From an optimization exercise on the open Yosys and OpenROAD flow, aimed at small area, a short achievable clock period and few clock cycles; shortcuts taken in it are not production practice.
Where RTL was checked, it was by simulation tests only, not by an equivalence proof against the original.

==> inputs of quartz <==
==> flow/design.v (excerpt) <==
module LBP ( clk, reset, gray_addr, gray_req, gray_ready, gray_data, lbp_addr, lbp_valid, lbp_data, finish);
input   clk;
input   reset;
output  [13:0]gray_addr;
output  gray_req;
input   gray_ready;
input   [7:0]gray_data;
output  [13:0]lbp_addr;
output  lbp_valid;
output  [7:0]lbp_data;
output  finish;
reg [2:0] j;         
reg [6:0] row;       
reg [6:0] col;       
reg [13:0] lbp_addr;
reg [7:0] lbp_data;
reg lbp_valid;
reg finish;
assign gray_addr = {row, col};
assign gray_req  = 1'b1;
wire j_last   = &j;
wire col_last = &col;
wire last_rd  = (&row) & col_last;
always @(posedge clk) begin
	if (!gray_ready) begin
		j   <= 3'd0;
		row <= 7'd0;
		col <= 7'd0;
	end else begin
		j <= j + 3'd1;
		if (j_last) col <= col + 7'd1;
		if (!j_last)       row <= row + 7'd1;
		else if (!col_last) row <= row - 7'd7;
		else               row <= row - 7'd1;
	end
end
always @(posedge clk) begin
	if (reset) finish <= 1'b0;
	else if (gray_ready && last_rd) finish <= 1'b1;
end
wire [7:0] x = gray_data;
reg [7:0] p1, p2, p3, p4, p5, p6, p7, p8, p9;
reg [2:0] a1, a2, a3, a4, a5, a6, a7, a8, a9;
reg b1_9;    
reg b2_8, b2_9;
reg b4_9;
function [1:0] cmp2;
	input [7:0] a, b;
	reg [7:0] g, l;
	reg [3:0] g1, l1;
	reg [1:0] g2, l2;
	reg g3, l3;
	integer k;
	begin
		g = a & ~b;
		l = ~a & b;
		for (k = 0; k < 4; k = k + 1) begin
			g1[k] = g[2*k+1] | ~l[2*k+1] & g[2*k];
			l1[k] = l[2*k+1] | ~g[2*k+1] & l[2*k];
		end
		for (k = 0; k < 2; k = k + 1) begin
			g2[k] = g1[2*k+1] | ~l1[2*k+1] & g1[2*k];
			l2[k] = l1[2*k+1] | ~g1[2*k+1] & l1[2*k];
		end
		g3 = g2[1] | ~l2[1] & g2[0];
		l3 = l2[1] | ~g2[1] & l2[0];
		cmp2 = {~l3, ~g3};
	end
endfunction
wire x_ge_p7, p7_ge_x, x_ge_p8, p8_ge_x, x_ge_p9, p9_ge_x, p8_ge_p9, p9_ge_p8;
assign {x_ge_p7, p7_ge_x} = cmp2(x, p7);     
  ...
==> module LBP, before the edit <==
module LBP ( clk, reset, gray_addr, gray_req, gray_ready, gray_data, lbp_addr, lbp_valid, lbp_data, finish);
input   clk;
input   reset;
output  [13:0]gray_addr;
output  gray_req;
input   gray_ready;
input   [7:0]gray_data;
output  [13:0]lbp_addr;
output  lbp_valid;
output  [7:0]lbp_data;
output  finish;
reg [2:0] j;         
reg [6:0] row;       
reg [6:0] col;       
reg [13:0] lbp_addr;
reg [7:0] lbp_data;
reg lbp_valid;
reg finish;
assign gray_addr = {row, col};
assign gray_req  = 1'b1;
wire j_last   = &j;
wire col_last = &col;
wire last_rd  = (&row) & col_last;
always @(posedge clk) begin
	if (!gray_ready) begin
		j   <= 3'd0;
		row <= 7'd0;
		col <= 7'd0;
	end else begin
		j <= j + 3'd1;
		if (j_last) col <= col + 7'd1;
		if (!j_last)       row <= row + 7'd1;
		else if (!col_last) row <= row - 7'd7;
		else               row <= row - 7'd1;
	end
end
always @(posedge clk) begin
	if (reset) finish <= 1'b0;
	else if (gray_ready && last_rd) finish <= 1'b1;
end
wire [7:0] x = gray_data;
reg [7:0] p1, p2, p3, p4, p5, p6, p7, p8, p9;
reg [2:0] a1, a2, a3, a4, a5, a6, a7, a8, a9;
reg b1_9;    
reg b2_8, b2_9;
reg b4_9;
function [1:0] cmp2;
	input [7:0] a, b;
	reg [7:0] g, l;
	reg [3:0] g1, l1;
	reg [1:0] g2, l2;
	reg g3, l3;
	integer k;
	begin
		g = a & ~b;
		l = ~a & b;
		for (k = 0; k < 4; k = k + 1) begin
			g1[k] = g[2*k+1] | ~l[2*k+1] & g[2*k];
			l1[k] = l[2*k+1] | ~g[2*k+1] & l[2*k];
		end
		for (k = 0; k < 2; k = k + 1) begin
			g2[k] = g1[2*k+1] | ~l1[2*k+1] & g1[2*k];
			l2[k] = l1[2*k+1] | ~g1[2*k+1] & l1[2*k];
		end
		g3 = g2[1] | ~l2[1] & g2[0];
		l3 = l2[1] | ~g2[1] & l2[0];
		cmp2 = {~l3, ~g3};
	end
endfunction
wire x_ge_p7, p7_ge_x, x_ge_p8, p8_ge_x, x_ge_p9, p9_ge_x, p8_ge_p9, p9_ge_p8;
assign {x_ge_p7, p7_ge_x} = cmp2(x, p7);     
assign {x_ge_p8, p8_ge_x} = cmp2(x, p8);     
assign {x_ge_p9, p9_ge_x} = cmp2(x, p9);     
assign {p8_ge_p9, p9_ge_p8} = cmp2(p8, p9);  
always @(posedge clk) begin
	p1 <= x;  p2 <= p1; p3 <= p2; p4 <= p3; p5 <= p4;
	p6 <= p5; p7 <= p6; p8 <= p7; p9 <= p8;
	a1 <= {p7_ge_x, p8_ge_x, p9_ge_x};
	a2 <= a1; a3 <= a2; a4 <= a3; a5 <= a4; a6 <= a5; a7 <= a6; a8 <= a7; a9 <= a8;
	b1_9 <= p9_ge_p8;
	b2_8 <= x_ge_p7; b2_9 <= b2_8;
	b4_9 <= x_ge_p8;
	lbp_data <= {x_ge_p9, p8_ge_p9, a9[2], b4_9, a9[1], b2_9, b1_9, a9[0]};
	lbp_addr <= {row - 7'd1, col - 7'd1};
	lbp_valid <= gray_ready && !finish && (|j[2:1]) && (|col[6:1]);
end
endmodule
export LEC_CHECK = 0
export ABC_AREA = 1
export CAP_MARGIN = 20
export CORE_MARGIN = 2
export CORE_UTILIZATION = 40
export SETUP_SLACK_MARGIN = 3.0
export SLEW_MARGIN = 20
create_clock -name core_clock -period 5.0 [get_ports {clk}]
standard.sh (not shown) runs the stock make flow with config.mk's settings and CLKGATE_MAP_FILE= SYNTH_SCRIPT=/design/flow/synth_recipe.tcl, a recipe that flattens the netlist after the stock synthesis.
==> flow/flow/run.sh <==
#!/bin/bash
# The standard layout, with the clock tree built from clkbuf_8 and no dummy loads.
set -euo pipefail
CTS="-sink_clustering_enable -repair_clock_nets -buf_list sky130_fd_sc_hd__clkbuf_8 -dont_use_dummy_load"
bash standard.sh "CTS_ARGS=$CTS" finish > make_finish.log 2>&1
==> inputs of yarrow, as changes to quartz <==
- ABC_AREA: 1 -> not set
- CTS_BUF_LIST: not set -> sky130_fd_sc_hd__clkbuf_8
- CTS_CLUSTER_SIZE: not set -> 24
==> inputs of delta, as changes to quartz <==
--- a/flow/design.v
+++ b/flow/design.v
@@ -46,32 +46,8 @@
 reg b2_8, b2_9;
 reg b4_9;
-function [1:0] cmp2;
-	input [7:0] a, b;
-	reg [7:0] g, l;
-	reg [3:0] g1, l1;
-	reg [1:0] g2, l2;
-	reg g3, l3;
-	integer k;
-	begin
-		g = a & ~b;
-		l = ~a & b;
-		for (k = 0; k < 4; k = k + 1) begin
-			g1[k] = g[2*k+1] | ~l[2*k+1] & g[2*k];
-			l1[k] = l[2*k+1] | ~g[2*k+1] & l[2*k];
-		end
-		for (k = 0; k < 2; k = k + 1) begin
-			g2[k] = g1[2*k+1] | ~l1[2*k+1] & g1[2*k];
-			l2[k] = l1[2*k+1] | ~g1[2*k+1] & l1[2*k];
-		end
-		g3 = g2[1] | ~l2[1] & g2[0];
-		l3 = l2[1] | ~g2[1] & l2[0];
-		cmp2 = {~l3, ~g3};
-	end
-endfunction
-wire x_ge_p7, p7_ge_x, x_ge_p8, p8_ge_x, x_ge_p9, p9_ge_x, p8_ge_p9, p9_ge_p8;
-assign {x_ge_p7, p7_ge_x} = cmp2(x, p7);     
-assign {x_ge_p8, p8_ge_x} = cmp2(x, p8);     
-assign {x_ge_p9, p9_ge_x} = cmp2(x, p9);     
-assign {p8_ge_p9, p9_ge_p8} = cmp2(p8, p9);  
+wire x_ge_p7 = x >= p7;  wire p7_ge_x = p7 >= x;    
+wire x_ge_p8 = x >= p8;  wire p8_ge_x = p8 >= x;    
+wire x_ge_p9 = x >= p9;  wire p9_ge_x = p9 >= x;    
+wire p8_ge_p9 = p8 >= p9; wire p9_ge_p8 = p9 >= p8;  
 always @(posedge clk) begin
 	p1 <= x;  p2 <= p1; p3 <= p2; p4 <= p3; p5 <= p4;
==> flow/run.sh (new file) <==
#!/bin/bash
# synth_recipe.tcl (not shown) runs the flow's synth.tcl, then flattens the netlist and writes it again
# the make line also repeats each setting of config.mk as NAME=value (left out here)
make -C /OpenROAD-flow-scripts/flow DESIGN_CONFIG=/design/flow/config.mk WORK_HOME=/design/flow/orfs CLKGATE_MAP_FILE= SYNTH_SCRIPT=/design/flow/synth_recipe.tcl finish
- ABC_AREA: 1 -> not set
- SETUP_SLACK_MARGIN: 3.0 -> 3.4
removed: flow/flow/run.sh
removed: flow/standard.sh
==> summary of the runs <==
yarrow completed without violations. quartz finished with timing, DRC and antenna clean. delta completed with no timing, DRC or antenna violations. Between delta and quartz, the lower sequential share of layout area is in delta (gap 9.4 points). In die area, yarrow and delta hardly differ. Between yarrow and delta, the lower first-iteration DRC count is in yarrow (gap about 16%, measured against delta). Core utilization, lowest first: quartz, yarrow, delta.
Testbench counts of quartz, summed over its fixed seeds: cycles 86,020.
Testbench counts of yarrow, summed over its fixed seeds: cycles 86,020.
Function not checked in delta: the RTL went through the layout flow alone.

[afterwards: timing with drivers on the ports]
No port has a modelled driver above. Below, the same layouts with a new extraction and two added sets of constraints. Step 1, drivers: a clkbuf_16 drives clk and a buf_2 each remaining input, both assumed. Step 2 also shifts input and output timing later by t, the mid clock arrival at the registers, as if the neighbouring blocks saw the same clock. a / b / c = no drivers / after step 1 / after step 2; a / b = the first two.
run | t, ns | slack for setup (ns) | worst setup path after step 2 | slew at the worst register clock pin (ns)
quartz | 0.431 | 3.039 / 3.009 / 2.651 | input to register | 0.08 / 0.08
yarrow | 0.438 | 3.032 / 3.030 / 2.606 | input to register | 0.08 / 0.08
delta | 0.536 | 3.026 / 2.995 / 2.673 | input to register | 0.06 / 0.06
After both steps every run listed still meets setup and hold. For yarrow, which loses most, drivers alone change the setup slack by -0.002 ns; drivers and shift together by -0.426 ns.
